Context: an optimization exercise on an open-source flow, tuned for small area. The choices shown serve that exercise and are no tape-out recipe. Only simulation tests tie the RTL to the original design; equivalence was not proved. Power figures rest on the tool's default switching activity, not on a simulated workload.

`design/flow/flow/run.sh`:
```
#!/bin/bash
# Layout flow: the standard flow (standard.sh), with two changes:
#  - synthesis is the standard synthesis script, except that the final ABC
#    mapping uses an area-oriented script (flow/abc_area.script) instead of
#    ORFS's delay-oriented one; timing is then repaired by OpenROAD as usual.
#  - port buffers are sky130_fd_sc_hd__buf_1 instead of the default choice.
# Each tool's output goes to a log file in this folder.
set -euo pipefail
W=$(pwd)
ABC=$W/flow/abc_area.script
# synthesis script: ORFS synth.tcl with the abc script swapped
sed "s#^  log_cmd abc {\*}\$abc_args#  lset abc_args 1 $ABC\n  log_cmd abc {*}\$abc_args#" \
  "$FLOW_HOME/scripts/synth.tcl" > "$W/synth_area.tcl"
grep -q "lset abc_args 1" "$W/synth_area.tcl"
sed "s#^source .*synth.tcl\$#source $W/synth_area.tcl#" "$W/synth_recipe.tcl" > "$W/synth_recipe_area.tcl"
grep -q "synth_area.tcl" "$W/synth_recipe_area.tcl"
bash standard.sh SYNTH_SCRIPT="$W/synth_recipe_area.tcl" \
  BUFFER_PORTS_ARGS="-buffer_cell sky130_fd_sc_hd__buf_1" finish > "$W/standard.log" 2>&1
```
`design/flow/flow/abc_area.script`:
```
&get -n
&st
&dch
&nf -R 1000
&put
topo
stime -c
```
`design/flow/standard.sh`:
```
#!/bin/bash
# synth_recipe.tcl (not shown) runs the flow's synth.tcl, then flattens the netlist and writes it again
# the make line also repeats each setting of config.mk as NAME=value (left out here)
make -C /OpenROAD-flow-scripts/flow DESIGN_CONFIG=/design/flow/config.mk WORK_HOME=/design/flow/orfs CLKGATE_MAP_FILE= SYNTH_SCRIPT=/design/flow/synth_recipe.tcl "${@:-finish}"
```
`design/flow/config.mk`:
```
export PLATFORM = sky130hd
export DESIGN_NAME = alu
export DESIGN_NICKNAME = alu
export VERILOG_FILES = /design/flow/design.v
export SDC_FILE = /design/flow/constraint.sdc
export NUM_CORES = 4
export LEC_CHECK = 0
export CAP_MARGIN = 20
export CORE_MARGIN = 2
export CORE_UTILIZATION = 65
export CTS_BUF_LIST = sky130_fd_sc_hd__clkbuf_4
export GPL_TIMING_DRIVEN = 0
export SLEW_MARGIN = 20
export SYNTH_HIERARCHICAL = 1
export SYNTH_MINIMUM_KEEP_SIZE = 0
```
`design/flow/constraint.sdc`:
```
create_clock -name core_clock -period 6.5 [get_ports {clk}]
set_input_delay 1.3000 -clock core_clock [delete_from_list [all_inputs] [get_ports {clk}]]
set_output_delay 1.3000 -clock core_clock [all_outputs]
set_load 0.01 [all_outputs]
```
`design/flow/design.v`:
```
module alu (
    input wire clk,
    input wire reset,
    input wire [3:0] opcode,
    input wire [15:0] operand_a,
    input wire [15:0] operand_b,
    output reg [15:0] result,
    output wire overflow_flag
);
  wire        sub = opcode[0] | opcode[2];
  wire [15:0] bx = operand_b ^ {16{sub}};
  wire [16:0] sum = {1'b0, operand_a} + {1'b0, bx} + {16'd0, sub};
  wire        ovf = (operand_a[15] == bx[15]) & (sum[15] != operand_a[15]);
  wire        lt = ~sum[16];
  assign overflow_flag = (opcode[3:1] == 3'b000) ? ovf :
                         (opcode == 4'b0100) ? lt : 1'b0;
  wire [15:0] mul;
  wire        is_sh = opcode[2] & opcode[1];
  wire        is_shr = is_sh & opcode[0];
  wire [15:0] onehot = 16'd1 << operand_b[3:0];
  wire [15:0] arev;
  genvar gi;
  generate for (gi = 0; gi < 16; gi = gi + 1) begin : g_rev
    assign arev[gi] = operand_a[15 - gi];
  end endgenerate
  wire [15:0] ma = is_shr ? arev : operand_a;
  wire [15:0] mb = is_sh ? onehot : operand_b;
  wire [15:0] mrev;
  generate for (gi = 0; gi < 16; gi = gi + 1) begin : g_mrev
    assign mrev[gi] = mul[15 - gi];
  end endgenerate
  wire pp0_0 = ma[0] & mb[0];
  wire pp0_1 = ma[0] & mb[1];
  wire pp0_2 = ma[0] & mb[2];
  wire pp0_3 = ma[0] & mb[3];
  wire pp0_4 = ma[0] & mb[4];
  wire pp0_5 = ma[0] & mb[5];
  wire pp0_6 = ma[0] & mb[6];
  wire pp0_7 = ma[0] & mb[7];
  wire pp0_8 = ma[0] & mb[8];
  wire pp0_9 = ma[0] & mb[9];
  wire pp0_10 = ma[0] & mb[10];
  wire pp0_11 = ma[0] & mb[11];
  wire pp0_12 = ma[0] & mb[12];
  wire pp0_13 = ma[0] & mb[13];
  wire pp0_14 = ma[0] & mb[14];
  wire pp0_15 = ma[0] & mb[15];
  wire pp1_0 = ma[1] & mb[0];
  wire pp1_1 = ma[1] & mb[1];
  wire pp1_2 = ma[1] & mb[2];
  wire pp1_3 = ma[1] & mb[3];
  wire pp1_4 = ma[1] & mb[4];
  wire pp1_5 = ma[1] & mb[5];
  wire pp1_6 = ma[1] & mb[6];
  wire pp1_7 = ma[1] & mb[7];
  wire pp1_8 = ma[1] & mb[8];
  wire pp1_9 = ma[1] & mb[9];
  wire pp1_10 = ma[1] & mb[10];
  wire pp1_11 = ma[1] & mb[11];
  wire pp1_12 = ma[1] & mb[12];
  wire pp1_13 = ma[1] & mb[13];
  wire pp1_14 = ma[1] & mb[14];
  wire pp2_0 = ma[2] & mb[0];
  wire pp2_1 = ma[2] & mb[1];
  wire pp2_2 = ma[2] & mb[2];
  wire pp2_3 = ma[2] & mb[3];
  wire pp2_4 = ma[2] & mb[4];
  wire pp2_5 = ma[2] & mb[5];
  wire pp2_6 = ma[2] & mb[6];
  wire pp2_7 = ma[2] & mb[7];
  wire pp2_8 = ma[2] & mb[8];
  wire pp2_9 = ma[2] & mb[9];
  wire pp2_10 = ma[2] & mb[10];
  wire pp2_11 = ma[2] & mb[11];
  wire pp2_12 = ma[2] & mb[12];
  wire pp2_13 = ma[2] & mb[13];
  wire pp3_0 = ma[3] & mb[0];
  wire pp3_1 = ma[3] & mb[1];
  wire pp3_2 = ma[3] & mb[2];
  wire pp3_3 = ma[3] & mb[3];
  wire pp3_4 = ma[3] & mb[4];
  wire pp3_5 = ma[3] & mb[5];
  wire pp3_6 = ma[3] & mb[6];
  wire pp3_7 = ma[3] & mb[7];
  wire pp3_8 = ma[3] & mb[8];
  wire pp3_9 = ma[3] & mb[9];
  wire pp3_10 = ma[3] & mb[10];
  wire pp3_11 = ma[3] & mb[11];
  wire pp3_12 = ma[3] & mb[12];
  wire pp4_0 = ma[4] & mb[0];
  wire pp4_1 = ma[4] & mb[1];
  wire pp4_2 = ma[4] & mb[2];
  wire pp4_3 = ma[4] & mb[3];
  wire pp4_4 = ma[4] & mb[4];
  wire pp4_5 = ma[4] & mb[5];
  wire pp4_6 = ma[4] & mb[6];
  wire pp4_7 = ma[4] & mb[7];
  wire pp4_8 = ma[4] & mb[8];
  wire pp4_9 = ma[4] & mb[9];
  wire pp4_10 = ma[4] & mb[10];
  wire pp4_11 = ma[4] & mb[11];
  wire pp5_0 = ma[5] & mb[0];
  wire pp5_1 = ma[5] & mb[1];
  wire pp5_2 = ma[5] & mb[2];
  wire pp5_3 = ma[5] & mb[3];
  wire pp5_4 = ma[5] & mb[4];
  wire pp5_5 = ma[5] & mb[5];
  wire pp5_6 = ma[5] & mb[6];
  wire pp5_7 = ma[5] & mb[7];
  wire pp5_8 = ma[5] & mb[8];
  wire pp5_9 = ma[5] & mb[9];
  wire pp5_10 = ma[5] & mb[10];
  wire pp6_0 = ma[6] & mb[0];
  wire pp6_1 = ma[6] & mb[1];
  wire pp6_2 = ma[6] & mb[2];
  wire pp6_3 = ma[6] & mb[3];
  wire pp6_4 = ma[6] & mb[4];
  wire pp6_5 = ma[6] & mb[5];
  wire pp6_6 = ma[6] & mb[6];
  wire pp6_7 = ma[6] & mb[7];
  wire pp6_8 = ma[6] & mb[8];
  wire pp6_9 = ma[6] & mb[9];
  wire pp7_0 = ma[7] & mb[0];
  wire pp7_1 = ma[7] & mb[1];
  wire pp7_2 = ma[7] & mb[2];
  wire pp7_3 = ma[7] & mb[3];
  wire pp7_4 = ma[7] & mb[4];
  wire pp7_5 = ma[7] & mb[5];
  wire pp7_6 = ma[7] & mb[6];
  wire pp7_7 = ma[7] & mb[7];
  wire pp7_8 = ma[7] & mb[8];
  wire pp8_0 = ma[8] & mb[0];
  wire pp8_1 = ma[8] & mb[1];
  wire pp8_2 = ma[8] & mb[2];
  wire pp8_3 = ma[8] & mb[3];
  wire pp8_4 = ma[8] & mb[4];
  wire pp8_5 = ma[8] & mb[5];
  wire pp8_6 = ma[8] & mb[6];
  wire pp8_7 = ma[8] & mb[7];
  wire pp9_0 = ma[9] & mb[0];
  wire pp9_1 = ma[9] & mb[1];
  wire pp9_2 = ma[9] & mb[2];
  wire pp9_3 = ma[9] & mb[3];
  wire pp9_4 = ma[9] & mb[4];
  wire pp9_5 = ma[9] & mb[5];
  wire pp9_6 = ma[9] & mb[6];
  wire pp10_0 = ma[10] & mb[0];
  wire pp10_1 = ma[10] & mb[1];
  wire pp10_2 = ma[10] & mb[2];
  wire pp10_3 = ma[10] & mb[3];
  wire pp10_4 = ma[10] & mb[4];
  wire pp10_5 = ma[10] & mb[5];
  wire pp11_0 = ma[11] & mb[0];
  wire pp11_1 = ma[11] & mb[1];
  wire pp11_2 = ma[11] & mb[2];
  wire pp11_3 = ma[11] & mb[3];
  wire pp11_4 = ma[11] & mb[4];
  wire pp12_0 = ma[12] & mb[0];
  wire pp12_1 = ma[12] & mb[1];
  wire pp12_2 = ma[12] & mb[2];
  wire pp12_3 = ma[12] & mb[3];
  wire pp13_0 = ma[13] & mb[0];
  wire pp13_1 = ma[13] & mb[1];
  wire pp13_2 = ma[13] & mb[2];
  wire pp14_0 = ma[14] & mb[0];
  wire pp14_1 = ma[14] & mb[1];
  wire pp15_0 = ma[15] & mb[0];
  wire s1, c2;
  ha_cell us1 (.a(pp0_13), .b(pp10_3), .s(s1), .co(c2));
  wire s3, c4;
  fa_cell us3 (.a(pp0_14), .b(pp10_4), .c(pp11_3), .s(s3), .co(c4));
  wire s5, c6;
  ha_cell us5 (.a(pp12_2), .b(pp13_1), .s(s5), .co(c6));
  wire s7 = pp0_15 ^ pp10_5 ^ pp11_4;
  wire s8 = pp12_3 ^ pp13_2 ^ pp14_1;
  wire s9 = pp15_0 ^ pp1_14;
  wire s10, c11;
  ha_cell us10 (.a(pp0_9), .b(pp1_8), .s(s10), .co(c11));
  wire s12, c13;
  fa_cell us12 (.a(pp0_10), .b(pp10_0), .c(pp1_9), .s(s12), .co(c13));
  wire s14, c15;
  ha_cell us14 (.a(pp2_8), .b(pp3_7), .s(s14), .co(c15));
  wire s16, c17;
  fa_cell us16 (.a(pp0_11), .b(pp10_1), .c(pp11_0), .s(s16), .co(c17));
  wire s18, c19;
  fa_cell us18 (.a(pp1_10), .b(pp2_9), .c(pp3_8), .s(s18), .co(c19));
  wire s20, c21;
  ha_cell us20 (.a(pp4_7), .b(pp5_6), .s(s20), .co(c21));
  wire s22, c23;
  fa_cell us22 (.a(pp0_12), .b(pp10_2), .c(pp11_1), .s(s22), .co(c23));
  wire s24, c25;
  fa_cell us24 (.a(pp12_0), .b(pp1_11), .c(pp2_10), .s(s24), .co(c25));
  wire s26, c27;
  fa_cell us26 (.a(pp3_9), .b(pp4_8), .c(pp5_7), .s(s26), .co(c27));
  wire s28, c29;
  ha_cell us28 (.a(pp6_6), .b(pp7_5), .s(s28), .co(c29));
  wire s30, c31;
  fa_cell us30 (.a(pp11_2), .b(pp12_1), .c(pp13_0), .s(s30), .co(c31));
  wire s32, c33;
  fa_cell us32 (.a(pp1_12), .b(pp2_11), .c(pp3_10), .s(s32), .co(c33));
  wire s34, c35;
  fa_cell us34 (.a(pp4_9), .b(pp5_8), .c(pp6_7), .s(s34), .co(c35));
  wire s36, c37;
  fa_cell us36 (.a(pp7_6), .b(pp8_5), .c(pp9_4), .s(s36), .co(c37));
  wire s38, c39;
  fa_cell us38 (.a(pp14_0), .b(pp1_13), .c(pp2_12), .s(s38), .co(c39));
  wire s40, c41;
  fa_cell us40 (.a(pp3_11), .b(pp4_10), .c(pp5_9), .s(s40), .co(c41));
  wire s42, c43;
  fa_cell us42 (.a(pp6_8), .b(pp7_7), .c(pp8_6), .s(s42), .co(c43));
  wire s44, c45;
  fa_cell us44 (.a(pp9_5), .b(c2), .c(s5), .s(s44), .co(c45));
  wire s46 = pp2_13 ^ pp3_12 ^ pp4_11;
  wire s47 = pp5_10 ^ pp6_9 ^ pp7_8;
  wire s48 = pp8_7 ^ pp9_6 ^ c6;
  wire s49 = s9 ^ c4 ^ s7;
  wire s50, c51;
  ha_cell us50 (.a(pp0_6), .b(pp1_5), .s(s50), .co(c51));
  wire s52, c53;
  fa_cell us52 (.a(pp0_7), .b(pp1_6), .c(pp2_5), .s(s52), .co(c53));
  wire s54, c55;
  ha_cell us54 (.a(pp3_4), .b(pp4_3), .s(s54), .co(c55));
  wire s56, c57;
  fa_cell us56 (.a(pp0_8), .b(pp1_7), .c(pp2_6), .s(s56), .co(c57));
  wire s58, c59;
  fa_cell us58 (.a(pp3_5), .b(pp4_4), .c(pp5_3), .s(s58), .co(c59));
  wire s60, c61;
  ha_cell us60 (.a(pp6_2), .b(pp7_1), .s(s60), .co(c61));
  wire s62, c63;
  fa_cell us62 (.a(pp2_7), .b(pp3_6), .c(pp4_5), .s(s62), .co(c63));
  wire s64, c65;
  fa_cell us64 (.a(pp5_4), .b(pp6_3), .c(pp7_2), .s(s64), .co(c65));
  wire s66, c67;
  fa_cell us66 (.a(pp8_1), .b(pp9_0), .c(s10), .s(s66), .co(c67));
  wire s68, c69;
  fa_cell us68 (.a(pp4_6), .b(pp5_5), .c(pp6_4), .s(s68), .co(c69));
  wire s70, c71;
  fa_cell us70 (.a(pp7_3), .b(pp8_2), .c(pp9_1), .s(s70), .co(c71));
  wire s72, c73;
  fa_cell us72 (.a(c11), .b(s14), .c(s12), .s(s72), .co(c73));
  wire s74, c75;
  fa_cell us74 (.a(pp6_5), .b(pp7_4), .c(pp8_3), .s(s74), .co(c75));
  wire s76, c77;
  fa_cell us76 (.a(pp9_2), .b(c15), .c(s20), .s(s76), .co(c77));
  wire s78, c79;
  fa_cell us78 (.a(c13), .b(s16), .c(s18), .s(s78), .co(c79));
  wire s80, c81;
  fa_cell us80 (.a(pp8_4), .b(pp9_3), .c(c21), .s(s80), .co(c81));
  wire s82, c83;
  fa_cell us82 (.a(s28), .b(c17), .c(c19), .s(s82), .co(c83));
  wire s84, c85;
  fa_cell us84 (.a(s22), .b(s24), .c(s26), .s(s84), .co(c85));
  wire s86, c87;
  fa_cell us86 (.a(c29), .b(s1), .c(c23), .s(s86), .co(c87));
  wire s88, c89;
  fa_cell us88 (.a(c25), .b(c27), .c(s30), .s(s88), .co(c89));
  wire s90, c91;
  fa_cell us90 (.a(s32), .b(s34), .c(s36), .s(s90), .co(c91));
  wire s92, c93;
  fa_cell us92 (.a(c31), .b(c33), .c(c35), .s(s92), .co(c93));
  wire s94, c95;
  fa_cell us94 (.a(c37), .b(s3), .c(s38), .s(s94), .co(c95));
  wire s96, c97;
  fa_cell us96 (.a(s40), .b(s42), .c(s44), .s(s96), .co(c97));
  wire s98 = c39 ^ c41 ^ c43;
  wire s99 = s46 ^ s47 ^ s8;
  wire s100 = c45 ^ s48 ^ s49;
  wire s101, c102;
  ha_cell us101 (.a(pp0_4), .b(pp1_3), .s(s101), .co(c102));
  wire s103, c104;
  fa_cell us103 (.a(pp0_5), .b(pp1_4), .c(pp2_3), .s(s103), .co(c104));
  wire s105, c106;
  ha_cell us105 (.a(pp3_2), .b(pp4_1), .s(s105), .co(c106));
  wire s107, c108;
  fa_cell us107 (.a(pp2_4), .b(pp3_3), .c(pp4_2), .s(s107), .co(c108));
  wire s109, c110;
  fa_cell us109 (.a(pp5_1), .b(pp6_0), .c(s50), .s(s109), .co(c110));
  wire s111, c112;
  fa_cell us111 (.a(pp5_2), .b(pp6_1), .c(pp7_0), .s(s111), .co(c112));
  wire s113, c114;
  fa_cell us113 (.a(c51), .b(s54), .c(s52), .s(s113), .co(c114));
  wire s115, c116;
  fa_cell us115 (.a(pp8_0), .b(c55), .c(s60), .s(s115), .co(c116));
  wire s117, c118;
  fa_cell us117 (.a(c53), .b(s56), .c(s58), .s(s117), .co(c118));
  wire s119, c120;
  fa_cell us119 (.a(c61), .b(c57), .c(c59), .s(s119), .co(c120));
  wire s121, c122;
  fa_cell us121 (.a(s62), .b(s64), .c(s66), .s(s121), .co(c122));
  wire s123, c124;
  fa_cell us123 (.a(c63), .b(c65), .c(s68), .s(s123), .co(c124));
  wire s125, c126;
  fa_cell us125 (.a(s70), .b(c67), .c(s72), .s(s125), .co(c126));
  wire s127, c128;
  fa_cell us127 (.a(c69), .b(c71), .c(s74), .s(s127), .co(c128));
  wire s129, c130;
  fa_cell us129 (.a(s76), .b(c73), .c(s78), .s(s129), .co(c130));
  wire s131, c132;
  fa_cell us131 (.a(c75), .b(c77), .c(s80), .s(s131), .co(c132));
  wire s133, c134;
  fa_cell us133 (.a(c79), .b(s82), .c(s84), .s(s133), .co(c134));
  wire s135, c136;
  fa_cell us135 (.a(c81), .b(c83), .c(c85), .s(s135), .co(c136));
  wire s137, c138;
  fa_cell us137 (.a(s86), .b(s88), .c(s90), .s(s137), .co(c138));
  wire s139, c140;
  fa_cell us139 (.a(c87), .b(c89), .c(c91), .s(s139), .co(c140));
  wire s141, c142;
  fa_cell us141 (.a(s92), .b(s94), .c(s96), .s(s141), .co(c142));
  wire s143 = c93 ^ c95 ^ s98;
  wire s144 = s99 ^ c97 ^ s100;
  wire s145, c146;
  ha_cell us145 (.a(pp0_3), .b(pp1_2), .s(s145), .co(c146));
  wire s147, c148;
  fa_cell us147 (.a(pp2_2), .b(pp3_1), .c(pp4_0), .s(s147), .co(c148));
  wire s149, c150;
  fa_cell us149 (.a(pp5_0), .b(c102), .c(s105), .s(s149), .co(c150));
  wire s151, c152;
  fa_cell us151 (.a(c106), .b(c104), .c(s107), .s(s151), .co(c152));
  wire s153, c154;
  fa_cell us153 (.a(c108), .b(s111), .c(c110), .s(s153), .co(c154));
  wire s155, c156;
  fa_cell us155 (.a(c112), .b(s115), .c(c114), .s(s155), .co(c156));
  wire s157, c158;
  fa_cell us157 (.a(c116), .b(c118), .c(s119), .s(s157), .co(c158));
  wire s159, c160;
  fa_cell us159 (.a(c120), .b(s123), .c(c122), .s(s159), .co(c160));
  wire s161, c162;
  fa_cell us161 (.a(c124), .b(s127), .c(c126), .s(s161), .co(c162));
  wire s163, c164;
  fa_cell us163 (.a(c128), .b(s131), .c(c130), .s(s163), .co(c164));
  wire s165, c166;
  fa_cell us165 (.a(c132), .b(c134), .c(s135), .s(s165), .co(c166));
  wire s167, c168;
  fa_cell us167 (.a(c136), .b(c138), .c(s139), .s(s167), .co(c168));
  wire s169 = c140 ^ s143 ^ c142;
  wire s170, c171;
  ha_cell us170 (.a(pp0_2), .b(pp1_1), .s(s170), .co(c171));
  wire s172, c173;
  fa_cell us172 (.a(pp2_1), .b(pp3_0), .c(s145), .s(s172), .co(c173));
  wire s174, c175;
  fa_cell us174 (.a(c146), .b(s101), .c(s147), .s(s174), .co(c175));
  wire s176, c177;
  fa_cell us176 (.a(c148), .b(s103), .c(s149), .s(s176), .co(c177));
  wire s178, c179;
  fa_cell us178 (.a(c150), .b(s109), .c(s151), .s(s178), .co(c179));
  wire s180, c181;
  fa_cell us180 (.a(c152), .b(s113), .c(s153), .s(s180), .co(c181));
  wire s182, c183;
  fa_cell us182 (.a(s117), .b(c154), .c(s155), .s(s182), .co(c183));
  wire s184, c185;
  fa_cell us184 (.a(s121), .b(c156), .c(s157), .s(s184), .co(c185));
  wire s186, c187;
  fa_cell us186 (.a(c158), .b(s125), .c(s159), .s(s186), .co(c187));
  wire s188, c189;
  fa_cell us188 (.a(s129), .b(c160), .c(s161), .s(s188), .co(c189));
  wire s190, c191;
  fa_cell us190 (.a(s133), .b(c162), .c(s163), .s(s190), .co(c191));
  wire s192, c193;
  fa_cell us192 (.a(s137), .b(c164), .c(s165), .s(s192), .co(c193));
  wire s194, c195;
  fa_cell us194 (.a(s141), .b(c166), .c(s167), .s(s194), .co(c195));
  wire s196 = c168 ^ s144 ^ s169;
  assign mul = {c195, c193, c191, c189, c187, c185, c183, c181, c179, c177, c175, c173, c171, s170, pp0_1, pp0_0} + {s196, s194, s192, s190, s188, s186, s184, s182, s180, s178, s176, s174, s172, pp2_0, pp1_0, 1'b0};
  always @(posedge clk or posedge reset) begin
    if (reset) begin
      result <= 16'h0000;
    end else begin
      case (opcode)
        4'b0000: result <= sum[15:0];
        4'b0001: result <= sum[15:0];
        4'b0010: result <= mul;
        4'b0011: result <= operand_a & operand_b;
        4'b0100: result <= operand_a | operand_b;
        4'b0101: result <= operand_a ^ operand_b;
        4'b0110: result <= mul;
        4'b0111: result <= mrev;
        default: result <= 16'h0000;
      endcase
    end
  end
endmodule
module fa_cell (input wire a, input wire b, input wire c, output wire s, output wire co);
  assign s = a ^ b ^ c;
  assign co = (a & b) | (a & c) | (b & c);
endmodule
module ha_cell (input wire a, input wire b, output wire s, output wire co);
  assign s = a ^ b;
  assign co = a & b;
endmodule
```
==> results of run 1 <==
[per-module statistics from Yosys, one instance, submodules excluded]
module	flip-flops and latches	copies in the design	cell area (sq um)	cells
alu	16	1	3740	555
fa_cell	0	78	20.0	1
ha_cell	0	13	12.5	1
[cell families after synthesis]
kind of cell / after synthesis / synth area share, %
fa+ha+maj: 154 / 46.3
xor+xnor: 69 / 11.1
compound gates: 132 / 15.0
flops: 16 / 7.33
simple gates: 235 / 17.6
buf+inv: 40 / 2.75
[worst paths after layout]
path | slack, ns | from | endpoint | cells after the start
min in group core_clock | 1.47 | operand_b[15] | result[15] | 5
worst min-delay path | 0.94 | reset | result[12] | 2
worst max-delay path | 0.24 | operand_b[1] | result[15] | 26
max in group asynchronous | 5.27 | reset | result[4] | 2
[cell usage after synthesis, types with 5 or more instances]
cell type                  count
sky130_fd_sc_hd__nor3_1        8
sky130_fd_sc_hd__nand2_1      33
sky130_fd_sc_hd__nor2_1      165
sky130_fd_sc_hd__ha_1         74
sky130_fd_sc_hd__clkinv_1     40
sky130_fd_sc_hd__a22oi_1      20
sky130_fd_sc_hd__dfrtp_1      16
sky130_fd_sc_hd__o21ai_0      26
sky130_fd_sc_hd__o21bai_1      5
sky130_fd_sc_hd__fa_1         80
sky130_fd_sc_hd__nand3_1      12
sky130_fd_sc_hd__xor2_1       14
sky130_fd_sc_hd__xnor2_1      55
sky130_fd_sc_hd__a21o_1        7
sky130_fd_sc_hd__a21oi_1      50
sky130_fd_sc_hd__a221oi_1      5
[power by group]
group	internal, mW	switching, mW	total, mW
clock	0.0217	0.0332	0.0549
combinational	0.636	0.910	1.55
sequential	0.136	0.00735	0.144
total	0.794	0.951	1.74
[per-layer routing]
metal	share of wire, %	up-vias	track usage (%)
li1	-	2374	-
met1	40	2566	49.7
met2	47	335	60.3
met3	9.1	53	4.98
met4	3.7	0	15.0
met5	0	-	0
[worst max-delay path: stages]
cell,delay (ns)
sky130_fd_sc_hd__clkbuf_2,0.22
sky130_fd_sc_hd__clkinv_1,0.16
sky130_fd_sc_hd__nor3_1,0.32
sky130_fd_sc_hd__a22oi_2,0.18
sky130_fd_sc_hd__buf_4,0.20
sky130_fd_sc_hd__buf_4,0.16
sky130_fd_sc_hd__nor2_1,0.14
sky130_fd_sc_hd__fa_1,0.43
sky130_fd_sc_hd__fa_1,0.48
sky130_fd_sc_hd__ha_1,0.36
sky130_fd_sc_hd__a21oi_1,0.18
sky130_fd_sc_hd__o21ai_0,0.19
sky130_fd_sc_hd__a21o_1,0.23
sky130_fd_sc_hd__a21o_1,0.20
sky130_fd_sc_hd__a21oi_1,0.14
sky130_fd_sc_hd__nor2b_1,0.07
sky130_fd_sc_hd__o21ai_0,0.17
sky130_fd_sc_hd__nand2b_1,0.12
sky130_fd_sc_hd__a21oi_2,0.20
sky130_fd_sc_hd__o21bai_1,0.08
sky130_fd_sc_hd__a21oi_1,0.24
sky130_fd_sc_hd__o21bai_1,0.10
sky130_fd_sc_hd__a21oi_1,0.19
sky130_fd_sc_hd__xnor2_1,0.23
sky130_fd_sc_hd__nand2_1,0.11
sky130_fd_sc_hd__nand3_1,0.11
[layout make-up]
class / count / share of cell area, %
Tap cell: 105 / 2.08
Clock buffer: 3 / 0.356
Multi-Input combinational cell: 592 / 81.4
Sequential cell: 16 / 6.33
Timing Repair Buffer: 81 / 7.49
Inverter: 40 / 2.37
[per-stage QoR]
step | utilization [%] | cell area, sq um | hold slack (ns) | std cells | power (mW)
after CTS | 74.8 | 6110 | 0.957 | 819 | 1.69
after global routing | 77.4 | 6330 | 0.979 | 837 | 1.89
after detailed placement | 73.0 | 5970 | 1.28 | 815 | 1.61
after global placement | 70.9 | 5790 | 1.26 | 805 | 1.56
final | 77.4 | 6330 | 0.937 | 837 | 1.74
after floorplan | - | 5460 | 1.15 | 646 | 1.23
[timing repair]
item | in CTS | in global routing
resized for setup | 24 | 11
gates cloned | 1 | 1
buffers inserted | 0 | 17
endpoints found under the setup margin | 11 | 7
pin swaps | 1 | 7
==> notes.md, run 1 <==
- The largest registers in the layout are result x16.
- The detail-routed net length per standard cell is 20.2 um.
- In this run, post-CTS hold repair placed 0 buffers.
- The final routed DRC violation total is 0.
- The count of antenna-violating nets left after detailed routing is 0.
- Leaving out fill and tap cells, the most frequent cell in the layout is sky130_fd_sc_hd__nor2_1.
- The layout cell share with drive strength beyond 1 is 9.43%.
- The number of global-route vias before repair is 5239.
- In the final layout, flip-flops and latches occupy between 400 and 500 sq um.
- The remaining global-route overflow is 0.
- Summed over all failing endpoints, the final setup total negative slack is 0 ns.
- Dividing the detail-routed via count by the number of cells gives 6.37.
- The number of levels the H-tree was split into is 1.
- TritonCTS built the clock tree.
- The total wire length after detailed routing is 16.9 mm.
- The cell type with the largest total area after synthesis is sky130_fd_sc_hd__fa_1.
- The via count of the routed design is about 5300.
- For the worst setup path, the data arrival time is 6.51 ns.
- Counting every instance in the synthesized netlist gives 646.
- The number of antenna violations at the first check in global routing is 0.
- The tree is rooted in a sky130_fd_sc_hd__clkbuf_4.
- The worst setup slack after layout is 0.235 ns.
- The floorplan die height is approximately 96 um.
- The startpoint kind of the worst setup timing path is a primary input.
- Sequential elements use 7.33% of the synthesized area.
- Port buffering added between 50 and 60 buffers.
- The number of fill cells is 609.
- Synthesis produced a netlist with a net count of 838.
- The die is 95.7 um wide.
- The number of unique standard cell types used by synthesis is 35.
- 55 I/O pins were placed.
- VDD sags by at most 0.000267 V.
- The final worst-path cycle share is between 90% and 100%.
- The row count is 33.
- The power per cell area is 276 nW/um^2.
- Summing all multi-input logic gate instances after layout gives 5150 sq um.
- The global-route wire length before repair is 25.8 mm.
- Entering global routing, the biggest net connects 20 pins.
- The worst setup path is captured at a register.
- The setup slack at placement is -0.876 ns.
- The final-report hold violation count is 0.
- The number of clock buffers added by TritonCTS is 3.
- The die covers a little over 9000 sq um.
- Relative to the synthesized area, the layout overhead comes to 15.9%.
- The first TritonRoute pass finished after 7 iterations.
- The library cells used most frequently in the layout, excluding fill and tap cells, are sky130_fd_sc_hd__nor2_1 (161), sky130_fd_sc_hd__fa_1 (80), sky130_fd_sc_hd__ha_1 (74), sky130_fd_sc_hd__xnor2_1 (55), sky130_fd_sc_hd__buf_1 (48).
- In this run the biggest area consumer among cell types represents 29.3% of the synthesized area.
- The count of warnings emitted by yosys is 7.
- The clock period minus worst slack is 6.26 ns.
- After the last flow step, the layout net total stands at 926.
- Yosys mapped a number of flops with a built-in enable equal to 0.
- The mapped netlist covers 5460 sq um.
- STA puts the critical path data required time at 6.74 ns.
- For this configuration, the core starts out at a cell density of between 60% and 70%.
- The number of sinks handled by clock tree synthesis is 16.
- The first routing iteration left about 460 violations.
- No sink is reached through more buffers than the 2 on the longest clock path.
- The number of failing setup endpoints in the final timing report is 0.
- Clock-pin slew was measured on the worst setup and hold paths at 0.10 ns.
- The most instantiated flip-flop cell in the synthesis netlist is sky130_fd_sc_hd__dfrtp_1.
- The run finished with no timing, DRC or antenna violations.
- In this run the tightest slew margin relative to its limit is 32.2%.
- Of all nets on the critical path, the largest fanout is 9.
- The category of the critical setup timing path is primary input to register.
- Sorting the synthesized cells by area gives the leading types as sky130_fd_sc_hd__fa_1 (29%), sky130_fd_sc_hd__ha_1 (17%), sky130_fd_sc_hd__nor2_1 (11%).
- The peak clock frequency supported by timing is roughly 0.16 GHz.
- Counting flops with an async set or reset pin after synthesis yields a share of 100%.
- The tool flagged a number of max-cap violations equal to 0.
- The last weighted congestion value of the routability-driven placer is between 0.9 and 1.
- The global router's overall resource usage is a little under two fifths.
- The path class of the tightest hold or removal check is primary input to async pin.
- The synthesized design contains 16 register bits.
- The post-detailed-placement half-perimeter wirelength is 12.6 mm.
- The cell leakage power is about 2.9 nW.
- The number of flip-flops in the largest register is 16.
- For the pin with the worst max-slew slack, the measured transition is 1.01 ns.
- The count of pins over their slew limit is 0.
- 0 antenna diodes ended up in the layout.
- The register with the most flip-flops is result.
- In this run the standard cell core region covers 8180 sq um.
- The synthesized area per cell is 8.45 sq um.
==> inputs of run 2 (changes only) <==
==> design/flow/config.mk (replaced) <==
export PLATFORM = sky130hd
export DESIGN_NAME = alu
export DESIGN_NICKNAME = alu
export VERILOG_FILES = /design/flow/design.v
export SDC_FILE = /design/flow/constraint.sdc
export NUM_CORES = 4
export LEC_CHECK = 0
export CAP_MARGIN = 0
export CORE_MARGIN = 2
export CORE_UTILIZATION = 65
export CTS_BUF_LIST = sky130_fd_sc_hd__clkbuf_4
export GPL_TIMING_DRIVEN = 0
export SLEW_MARGIN = 0
export SYNTH_HIERARCHICAL = 1
export SYNTH_MINIMUM_KEEP_SIZE = 0
==> run 2 against run 1 <==
Net effect:
- the layout now fails its checks (max-capacitance violations, max-slew violations)
- clock power fell by 7.3%
- global-route usage is 0.052 points higher
- largest power group unchanged
- routed wire length increased by 0.60%
- sequential share of layout area shrank 0.079 points
- combinational power about the same
- utilization is 0.98 points higher
- die area did not move
- total power decreased by 1.2%
- synthesized area is the same
- sequential power hardly changed
==> notes.md, run 2 <==
- The library cells used most frequently in the layout, excluding fill and tap cells, are sky130_fd_sc_hd__nor2_1 (161), sky130_fd_sc_hd__fa_1 (80), sky130_fd_sc_hd__ha_1 (74), sky130_fd_sc_hd__xnor2_1 (55), sky130_fd_sc_hd__buf_1 (47).
- The global router's overall resource usage is 37.0% (+0.052 points).
- The number of levels the H-tree was split into is 1 (unchanged).
- The biggest fanout along the worst timing path was 19 (+10).
- The count of antenna-violating nets left after detailed routing is 0 (unchanged).
- The row count came to 33 (unchanged).
- The number of nets in the layout is 935 (+0.97%).
- The number of flip-flops in the largest register is 16 (unchanged).
- Among all flip-flop cells after synthesis, the most frequent one is sky130_fd_sc_hd__dfrtp_1.
- The clock period minus worst slack is 6.28 ns (+0.0190 ns).
- The width of the die was 95.7 um (unchanged).
- The count of warnings emitted by yosys is 7 (unchanged).
- The arrival time of data at the critical path endpoint is 6.50 ns (about the same).
- The number of fill cells came to 608 (-0.16%).
- The number of synthesized flops with an enable pin is 0 (unchanged).
- The transition time at the pin with the least slew margin is 1.55 ns (+0.536 ns).
- The number of failing setup endpoints in the final timing report is 0 (unchanged).
- The area taken by multi-input logic gates is 5160 sq um (+0.22%).
- The number of buffer cells added on primary ports is 54 (unchanged).
- The final instance count without filler cells is 846 (+1.1%).
- The final routed DRC violation total came to 0 (unchanged).
- The final worst-path cycle share is 96.7% (+0.29 points).
- CTS placed an instance of sky130_fd_sc_hd__clkbuf_4 at the clock tree root.
- The flow ran to the end, but the layout failed its checks.
- The number of sinks handled by clock tree synthesis is 16 (unchanged).
- The area taken by flip-flops and latches is 400 sq um (unchanged).
- The area of all placed cells without fillers was 6410 sq um (+1.3%).
- The post-synthesis instance area is 5460 sq um (unchanged).
- The category of the critical setup timing path is primary input to register.
- The post-synth net total came to 838 (unchanged).
- The floorplan die height is 95.7 um (unchanged).
- The via count of the routed design came to 5390 (+1.2%).
- The layout cell share with drive strength beyond 1 is 10.8% (+1.4 points).
- The number of antenna repair diodes is 0 (unchanged).
- The number of global-route vias before repair is 5185 (-1.0%).
- The instance area after placement is 5860 sq um (-1.7%).
- The worst setup path is captured at a register.
- The area growth from synthesis to layout is 17.4%.
- The TritonCTS clock tree is built.
- By area the synthesized netlist is led by sky130_fd_sc_hd__fa_1 (29%), sky130_fd_sc_hd__ha_1 (17%), sky130_fd_sc_hd__nor2_1 (11%).
- The number of unique standard cell types used by synthesis is 35 (unchanged).
- The flip-flop and latch count after synthesis was 16 (unchanged).
- The register with the most flip-flops is result.
- The remaining global-route overflow came to 0 (unchanged).
- The required arrival time at the worst endpoint is 6.72 ns (-0.02 ns).
- The worst-case hold slack was 0.957 ns (+0.0205 ns).
- The via density per instance came to 6.37 (about the same).
- The core region area is 8180 sq um (unchanged).
- The detail-routed net length per standard cell is 20.1 um (-0.47%).
- The synthesized area per cell came to 8.45 sq um (unchanged).
- The largest registers in the layout are result x16.
- The count of placed standard cells including taps was 809 (-0.74%).
- The worst min-delay path category is primary input to async pin.
- The count of pins over their slew limit is 10 (+10).
- The maximum count of clock buffers along a single path is 2 (unchanged).
- sky130_fd_sc_hd__nor2_1 is the most common cell in the netlist.
- The synthesized instance count is 646 (unchanged).
- The first-iteration detailed-routing DRC count is 488 (+5.4%).
- The highest ir drop seen on vdd came to 0.000229 V (-14%).
- The floorplan die area is 9150 sq um (unchanged).
- The power per cell area came to 269 nW/um^2 (-2.4%).
- The total wire length after detailed routing is 17.0 mm (+0.60%).
- The post-detailed-placement half-perimeter wirelength is 12.2 mm (-2.8%).
- The number of antenna violations at the first check in global routing is 0 (unchanged).
- The number of max-capacitance violations reported came to 1 (+1).
- The global-route wire length before repair came to 25.8 mm (+0.16%).
- The overall power after layout is 1.72 mW (-1.2%).
- The detailed-router iteration count before antenna repair is 5 (-2).
- The cell leakage power is 2.92 nW (+1.8%).
- By count the netlist is led by sky130_fd_sc_hd__nor2_1 (165), sky130_fd_sc_hd__fa_1 (80), sky130_fd_sc_hd__ha_1 (74), sky130_fd_sc_hd__xnor2_1 (55), sky130_fd_sc_hd__a21oi_1 (50).
- The number of CTS-inserted buffers was 3 (unchanged).
- The top cell type's share of synthesized area is 29.3% (unchanged).
- STA classifies the critical path startpoint as a primary input.
- The starting density of the core was 66.8% (unchanged).
- The final-report hold violation count is 0 (unchanged).
- The reasons given for failing layout checks are max-capacitance violations, max-slew violations.
- The share of async-settable or async-resettable flops after synthesis is 100% (unchanged).
- The cell type with the largest total area after synthesis is sky130_fd_sc_hd__fa_1.
- The peak clock frequency supported by timing is 0.159 GHz (-0.30%).
- The number of top-level pins is 55 (unchanged).
- The number of buffers inserted for hold repair after clock tree synthesis is 0 (unchanged).
- The aggregate negative setup slack is 0 ns (unchanged).
- The relative slew slack is -4.03% (-36 points).
- The post-synthesis sequential area ratio came to 7.33% (unchanged).
- The largest net degree at the start of global routing is 35 (+75%).
- The register clock-pin slew on the reported worst setup and hold paths is 0.09 ns (about the same).
- Leaving out fill and tap cells, the most frequent cell in the layout is sky130_fd_sc_hd__nor2_1.
- The last weighted congestion value of the routability-driven placer is 0.937 (unchanged).
## run 2: where the power goes
group	switching, mW	leakage (nW)	internal (mW)
Clock	0.0294	0.0138	0.0215
Combinational	0.893	2.70	0.635
Sequential	0.00790	0.208	0.136
## run 2: worst paths after layout
kind                          startpoint    endpoint  cells past startpoint
worst max-delay path           opcode[1]  result[15]                     19
worst min-delay path               reset  result[12]                      2
max in group asynchronous          reset  result[11]                      2
min in group core_clock    operand_b[15]  result[15]                      5
## run 2: what timing repair did
action / CTS / global route
endpoints found under the setup margin: 17 / 10
gates cloned: 0 / 2
pin swaps: 7 / 8
resized for setup: 36 / 13
buffers inserted: 14 / 18
## run 2: per-layer routing
metal	track usage [%]	share of wire [%]	vias to the layer above
met5	0	0	-
met4	12.7	4.0	0
met3	6.80	11	63
met2	59.8	47	359
met1	50.1	39	2580
li1	-	-	2388
## run 2: kinds of logic after synthesis
| kind of cell | count (synthesis) | synth area share [%] |
|---|---|---|
| and+or+nand+nor | 235 | 17.6 |
| adders and majority gates | 154 | 46.3 |
| AOI/OAI and AO/OA | 132 | 15.0 |
| xor gates and xnor gates | 69 | 11.1 |
| buffers and inverters | 40 | 2.75 |
| DFF | 16 | 7.33 |
## run 2: final cells by class
cell class / count / share of cell area [%]
sequential: 16 / 6.25
timing repair buffer: 90 / 8.47
multi-input combinational: 592 / 80.5
clock buffer: 3 / 0.351
tap: 105 / 2.05
inverter: 40 / 2.34
## run 2: through the flow
stage          setup slack, ns  utilization [%]
6_report                 0.216             78.4
5_1_grt                -0.0216             78.4
4_1_cts                -0.0189             75.6
3_5_place_dp             -1.69             71.7
3_3_place_gp             -1.49             70.9
2_1_floorplan           0.0180                -
## run 2: critical path, stage by stage
cell,delay (ns)
sky130_fd_sc_hd__clkbuf_2,0.21
sky130_fd_sc_hd__nand2_4,0.30
sky130_fd_sc_hd__nor2_2,0.14
sky130_fd_sc_hd__a22oi_1,0.59
sky130_fd_sc_hd__nor2_1,0.12
sky130_fd_sc_hd__fa_1,0.53
sky130_fd_sc_hd__fa_1,0.44
sky130_fd_sc_hd__fa_1,0.39
sky130_fd_sc_hd__fa_1,0.52
sky130_fd_sc_hd__fa_1,0.42
sky130_fd_sc_hd__ha_1,0.34
sky130_fd_sc_hd__clkinv_1,0.07
sky130_fd_sc_hd__o21bai_1,0.19
sky130_fd_sc_hd__a21oi_1,0.13
sky130_fd_sc_hd__o21bai_1,0.16
sky130_fd_sc_hd__a21oi_1,0.10
sky130_fd_sc_hd__xnor2_1,0.31
sky130_fd_sc_hd__nand2_1,0.10
sky130_fd_sc_hd__nand3_1,0.13
## run 2: per-module statistics from Yosys (local to each module, per instance)
module / cell area, sq um / copies in the design / flops+latches / cells inside
ha_cell: 12.5 / 13 / 0 / 1
fa_cell: 20.0 / 78 / 0 / 1
alu: 3740 / 1 / 16 / 555
==> inputs of run 3 (changes only) <==
--- a/design/flow/config.mk
+++ b/design/flow/config.mk
@@ -7,7 +7,7 @@
 export LEC_CHECK = 0
 export CAP_MARGIN = 0
 export CORE_MARGIN = 2
-export CORE_UTILIZATION = 65
+export CORE_UTILIZATION = 80
 export CTS_BUF_LIST = sky130_fd_sc_hd__clkbuf_4
 export GPL_TIMING_DRIVEN = 0
 export SLEW_MARGIN = 0
==> run 3 against run 2 <==
Net effect:
- the flow now stops in global routing (5_1_grt)
- synthesized cell count stayed put
- synthesized area stayed put
==> notes.md, run 3 <==
- The number of levels the H-tree was split into was 1 (unchanged).
- The remaining global-route overflow is approximately 640.
- The post-synth net total came to 838 (unchanged).
- The post-synthesis instance area was 5460 sq um (unchanged).
- After synthesis, the cell types taking the most area are sky130_fd_sc_hd__fa_1 (29%), sky130_fd_sc_hd__ha_1 (17%), sky130_fd_sc_hd__nor2_1 (11%).
- The number of top-level pins was 55 (unchanged).
- The number of unique standard cell types used by synthesis came to 35 (unchanged).
- The tool reported: "[ERROR GRT-0232] Routing congestion too high. Check the congestion heatmap in the GUI".
- The most instantiated flip-flop cell in the synthesis netlist is sky130_fd_sc_hd__dfrtp_1.
- The number of buffers inserted for hold repair after clock tree synthesis is 0 (unchanged).
- The row count came to 30 (-9.1%).
- The top cell type's share of synthesized area is 29.3% (unchanged).
- The synthesized instance count is 646 (unchanged).
- The largest net degree at the start of global routing is 20.
- The most common cell in the synthesized netlist is sky130_fd_sc_hd__nor2_1.
- In the synthesized netlist, the cells that appear most often are sky130_fd_sc_hd__nor2_1 (165), sky130_fd_sc_hd__fa_1 (80), sky130_fd_sc_hd__ha_1 (74), sky130_fd_sc_hd__xnor2_1 (55), sky130_fd_sc_hd__a21oi_1 (50).
- The buffer type at the clock tree root is sky130_fd_sc_hd__clkbuf_4.
- The instance area after placement came to 5820 sq um (-0.79%).
- The maximum count of clock buffers along a single path is 2 (unchanged).
- The synthesized area per cell came to 8.45 sq um (unchanged).
- The last stage the flow got to is global routing (5_1_grt).
- The number of CTS-inserted buffers is 3 (unchanged).
- The number of synthesized flops with an enable pin came to 0 (unchanged).
- The number of buffer cells added on primary ports is 54 (unchanged).
- The flow did not finish.
- The width of the die is 86.6 um (-9.5%).
- The last weighted congestion value of the routability-driven placer is 0.915 (-2.4%).
- The share of async-settable or async-resettable flops after synthesis came to 100% (unchanged).
- The starting density of the core is 81.7% (+15 points).
- The flip-flop and latch count after synthesis is 16 (unchanged).
- The count of placed standard cells including taps is 782 (-3.3%).
- sky130_fd_sc_hd__fa_1 takes more of the synthesized area than any other cell.
- The post-synthesis sequential area ratio is 7.33% (unchanged).
- The post-detailed-placement half-perimeter wirelength is 13.2 mm (+8.1%).
- The count of warnings emitted by yosys is 7 (unchanged).
- Across every metal layer, demand over resource in global routing totals 101%.
- The floorplan die height is 86.6 um (-9.5%).
- The number of sinks handled by clock tree synthesis is 16 (unchanged).
run 3: cell counts after synthesis:
No cell type changed its count.
run 3: cell families after synthesis:
group,after synthesis,synth area share (%)
DFF,16,7.33
xor gates and xnor gates,69,11.1
and+or+nand+nor,235,17.6
AOI/OAI and AO/OA,132,15.0
buffers and inverters,40,2.75
adders and majority gates,154,46.3
run 3: how the worst min path moves through the flow:
stage | from | depth (start not counted) | end | slack, ns
after CTS | reset | 2 | result[13] | 0.97
after detailed placement | reset | 2 | result[8] | 1.29
after global placement | reset | 2 | result[6] | 1.26
after floorplan | reset | 1 | result[0] | 1.15
run 3: timing repair:
action,CTS
buffers inserted,34
pin swaps,13
resized for setup,39
setup endpoints to repair,17
gates cloned,1
run 3: power groups by stage:
stage	clock network (mW)	logic, mW	registers (mW)
4_1_cts	0.0579	1.54	0.146
2_1_floorplan	0	1.06	0.169
3_5_place_dp	0	1.49	0.149
3_3_place_gp	0	1.38	0.146
run 3: per-module statistics from Yosys (local to each module, per instance):
module | copies in the design | area (sq um) | cells inside | flops+latches
ha_cell | 13 | 12.5 | 1 | 0
alu | 1 | 3740 | 555 | 16
fa_cell | 78 | 20.0 | 1 | 0
run 3: through the flow:
step	utilization, %	setup slack (ns)	setup TNS (ns)	hold WS, ns
2_1_floorplan	-	0.0180	0	1.15
3_3_place_gp	86.3	-1.36	-13.78	1.26
3_5_place_dp	87.1	-1.78	-19.04	1.29
4_1_cts	94.6	0.0371	0	0.968
run 3: per-layer routing:
metal | overflow | global-route usage, %
met1 | 14 | 88.9
met2 | 425 | 128
met3 | 14 | 76.8
met4 | 188 | 121
met5 | 3 | 44.8
==> inputs of run 4 (changes only) <==
==> design/flow/config.mk (replaced) <==
export PLATFORM = sky130hd
export DESIGN_NAME = alu
export DESIGN_NICKNAME = alu
export VERILOG_FILES = /design/flow/design.v
export SDC_FILE = /design/flow/constraint.sdc
export NUM_CORES = 4
export LEC_CHECK = 0
export CAP_MARGIN = 20
export CORE_MARGIN = 2
export CORE_UTILIZATION = 40
export GPL_TIMING_DRIVEN = 0
export SLEW_MARGIN = 20
export SYNTH_HIERARCHICAL = 1
export SYNTH_MINIMUM_KEEP_SIZE = 0
==> run 4 against run 3 <==
Net effect:
- the run now finishes clean
- synthesized area stayed put
- synthesized cell count stayed put
==> notes.md, run 4 <==
- The post-detailed-placement half-perimeter wirelength is 13.3 mm (+0.72%).
- The tree is rooted in a sky130_fd_sc_hd__clkbuf_16.
- The element type at the critical path end is a register.
- The instance area after placement came to 6050 sq um (+4.0%).
- The share of async-settable or async-resettable flops after synthesis came to 100% (unchanged).
- In the final design database the tool counted ~930 nets.
- The startpoint kind of the worst setup timing path is a primary input.
- The category of the critical setup timing path is primary input to register.
- Counting the fill cells in the layout gives 1286.
- The biggest fanout along the worst timing path is 17.
- The register with the most flip-flops in the final layout is result.
- TritonCTS built the clock tree.
- The number of levels the H-tree was split into is 1 (unchanged).
- The top cell type's share of synthesized area is 29.3% (unchanged).
- In the layout the commonest cells are sky130_fd_sc_hd__nor2_1 (162), sky130_fd_sc_hd__fa_1 (80), sky130_fd_sc_hd__ha_1 (74), sky130_fd_sc_hd__xnor2_1 (55), sky130_fd_sc_hd__buf_1 (47).
- In this run the remaining antenna-violating nets after routing total 0.
- The post-synthesis share of cell area spent on full adders, half adders and majority gates is 46.3% (unchanged).
- The maximum count of clock buffers along a single path is 2 (unchanged).
- In this run, the number of DRC markers left after iteration 0 of detailed routing was 381.
- The width of the die came to 121 um (+40%).
- Using the TritonRoute via totals, the vias-per-cell ratio works out to ~5.7.
- The count of warnings emitted by yosys came to 7 (unchanged).
- Among all stages on the critical path, the largest delay is contributed by sky130_fd_sc_hd__fa_1.
- The final-report hold violation count came to 0.
- The kind of cell with the highest combined delay along the critical path is adder cells.
- The floorplan die height is 121 um (+40%).
- The run finished with no timing, DRC or antenna violations.
- For this run, design rule violations remaining after detail routing come to 0.
- The register with the most flip-flops in the layout has 16 of them.
- In the final layout, the registers with the most flip-flops are result x16.
- With fillers left out, the area of the finished cells amounts to 6580 sq um.
- The post-synthesis compound-gate area fraction came to 15.0% (unchanged).
- In the post-synthesis netlist, the biggest area contributors are sky130_fd_sc_hd__fa_1 (29%), sky130_fd_sc_hd__ha_1 (17%), sky130_fd_sc_hd__nor2_1 (11%).
- Setup violations remaining at the end of the flow were counted as 0.
- The required arrival time at the worst endpoint is between 6 and 7 ns.
- The area share of and/or/nand/nor cells after synthesis is 17.6% (unchanged).
- The worst min-delay path category is primary input to async pin.
- The starting density of the core came to 41.1% (-41 points).
- The post-synth net total came to 838 (unchanged).
- The final instance count without filler cells is ~910.
- The last weighted congestion value of the routability-driven placer is 0.903 (-1.3%).
- Before antenna repair, the detailed router went through 5 iterations.
- The number of antenna diodes in the final layout is 0.
- Of the cells placed in the final design, the portion with a size suffix greater than 1 is ~11%.
- The core region area is 13300 sq um.
- The number of sinks handled by clock tree synthesis was 16 (unchanged).
- The cell type with the largest total area after synthesis is sky130_fd_sc_hd__fa_1.
- The XOR/XNOR share of the synthesized area is 11.1% (unchanged).
- Leaving out fill and tap cells, the most frequent cell in the layout is sky130_fd_sc_hd__nor2_1.
- The number of synthesized flops with an enable pin is 0 (unchanged).
- The overall power after layout is 1.85 mW.
- After synthesis, the largest family of logic cells by area is adder cells.
- The count of pins over their slew limit was 0.
- Once layout is complete, the utilization of the core stands at between 40% and 50%.
- Wires add up to 17.5 mm.
- The relative slew slack is ~27%.
- The register clock-pin slew on the reported worst setup and hold paths is 0.05 ns.
- The number of unique standard cell types used by synthesis came to 35 (unchanged).
- The arrival time of data at the critical path endpoint is roughly 6.4 ns.
- The post-synthesis sequential area ratio is 7.33% (unchanged).
- At the pin with the least slew margin, the transition time is 1.09 ns.
- The area growth from synthesis to layout is 20.5%.
- The worst-case IR drop observed on VDD is 0.000192 V.
- The cell that appears most often on the critical path is sky130_fd_sc_hd__fa_1.
- Dividing the detail-routed wire length by the instance count gives 19.2 um.
- The routed design could run at a clock period as short as 6.24 ns.
- The post-synthesis instance area was 5460 sq um (unchanged).
- The critical path goes through buf_2, nand3_4, a21oi_4, nor2_1, fa_1, fa_1, fa_1, fa_1, fa_1, ha_1, clkinv_1, o21bai_1, a21oi_2, o21bai_1, a21oi_1, xnor2_1, nand2_1, nand3_1.
- Hold is met by just over 1 ns.
- The flip-flop and latch count after synthesis is 16 (unchanged).
- The multiplexer area fraction after synthesis was 0% (unchanged).
- The global router's overall resource usage is 24.4%.
- The synthesized area per cell is 8.45 sq um (unchanged).
- The cell leakage power is 2.93 nW.
- The final worst-path cycle share is a little over nine tenths.
- The largest net degree at the start of global routing is 20.
- The worst setup slack after layout is 0.265 ns.
- The first global-routing pass estimated 27.7 mm of wire.
- The synthesized instance count was 646 (unchanged).
- The number of buffer cells added on primary ports came to 54 (unchanged).
- The number of max-capacitance violations reported is 0.
- The critical path contains buffers and inverters numbering 2 combined.
- The aggregate negative setup slack is 0 ns.
- The number of antenna violations at the first check in global routing is 0.
- The count of placed standard cells including taps is 884 (+13%).
- The setup slack at placement came to -0.888 ns (+0.893 ns).
- The row count was 42 (+40%).
- By count the netlist is led by sky130_fd_sc_hd__nor2_1 (165), sky130_fd_sc_hd__fa_1 (80), sky130_fd_sc_hd__ha_1 (74), sky130_fd_sc_hd__xnor2_1 (55), sky130_fd_sc_hd__a21oi_1 (50).
- The most instantiated flip-flop cell in the synthesis netlist is sky130_fd_sc_hd__dfrtp_1.
- Timing would allow up to about 0.16 GHz.
- The number of CTS-inserted buffers came to 3 (unchanged).
- The most common cell in the synthesized netlist is sky130_fd_sc_hd__nor2_1.
- The number of buffers inserted for hold repair after clock tree synthesis came to 0 (unchanged).
- The number of top-level pins came to 55 (unchanged).
- The remaining global-route overflow is 0.
- Summing over every cut layer, the via total after detailed routing is around 5200.
- The number of global-route vias before repair is roughly 5200.
- The peak per-stage delay on the critical path is ~0.6 ns.
- The die covers 14600 sq um.
- The power per cell area is 281 nW/um^2.
-- run 4: cell type report --
class,count,area [sq um],area share [%]
timing repair buffer,85,509,7.74
clock buffer,4,88.8,1.35
multi-input combinational,591,5200,79.1
tap,176,220,3.35
inverter,40,154,2.34
sequential,16,400,6.09
-- run 4: logic make-up (layout without fill, tap and decap cells) --
| family | count (synthesis) | after routing |
|---|---|---|
| AND/OR/NAND/NOR | 235 | 236 |
| adder cells (fa/ha/maj) | 154 | 154 |
| XOR/XNOR | 69 | 69 |
| flip-flops | 16 | 16 |
| buffers and inverters | 40 | 129 |
| AO/OA/AOI/OAI | 132 | 132 |
-- run 4: final timing paths --
path	cells after the start	slack (ns)	end	from
min in group core_clock	5	1.55	result[12]	operand_b[12]
max	18	0.26	result[15]	opcode[0]
min	2	1.03	result[4]	reset
max in group asynchronous	2	5.17	result[3]	reset
-- run 4: metal layers --
| layer | routed length [um] | vias to the layer above | share of wire (%) | GRT usage, % |
|---|---|---|---|---|
| met5 | 0 | - | 0 | 0 |
| met4 | 612 | 0 | 3.5 | 7.49 |
| met3 | 1290 | 37 | 7.3 | 4.39 |
| met2 | 8230 | 224 | 47 | 39.9 |
| met1 | 7380 | 2526 | 42 | 32.8 |
| li1 | - | 2381 | - | - |
-- run 4: what timing repair did --
action / CTS / global route
hold endpoints to repair: 0 / 0
cloned: 1 / 0
gates resized for setup: 29 / 19
setup buffers: 17 / 6
setup endpoints to repair: 13 / 8
pin swaps: 8 / 5
-- run 4: power breakdown --
part	total [mW]	switching, mW	internal, mW
Combinational	1.57	0.929	0.644
Sequential	0.146	0.00894	0.137
Clock	0.132	0.0385	0.0935
-- run 4: per-module statistics from Yosys, one instance, submodules excluded --
module   cell area [sq um]  cells  flops+latches  copies in the design
fa_cell               20.0      1              0                    78
alu                   3740    555             16                     1
ha_cell               12.5      1              0                    13

what the ideal ports hide:
The flow's constraints put no driver on any port. The routed layouts listed below were extracted and timed again, unchanged, in two steps.
Step 1 (the two cells are an assumption about what drives the block):
set clk [get_ports {clk}]
set_driving_cell -lib_cell sky130_fd_sc_hd__clkbuf_16 $clk
set_driving_cell -lib_cell sky130_fd_sc_hd__buf_2 [delete_from_list [all_inputs] $clk]
Step 2 moves the port delays by t, midway between the first and last clock arrival at a register: inputs arrive t later, outputs are due t later. That takes back most of the time a late clock gives input paths.
Slacks: no drivers / after step 1 / after step 2; pairs: no drivers / after step 1.
run	shift t [ns]	setup slack, ns	worst data-port slew with drivers (ns)
run 1	0.319	0.235 / 0.230 / -0.088	0.05
run 2	0.304	0.216 / 0.211 / -0.093	0.04
run 4	0.272	0.265 / 0.245 / -0.027	0.05
For run 1, which loses most, drivers alone change the setup slack by -0.005 ns; drivers and shift together by -0.323 ns.
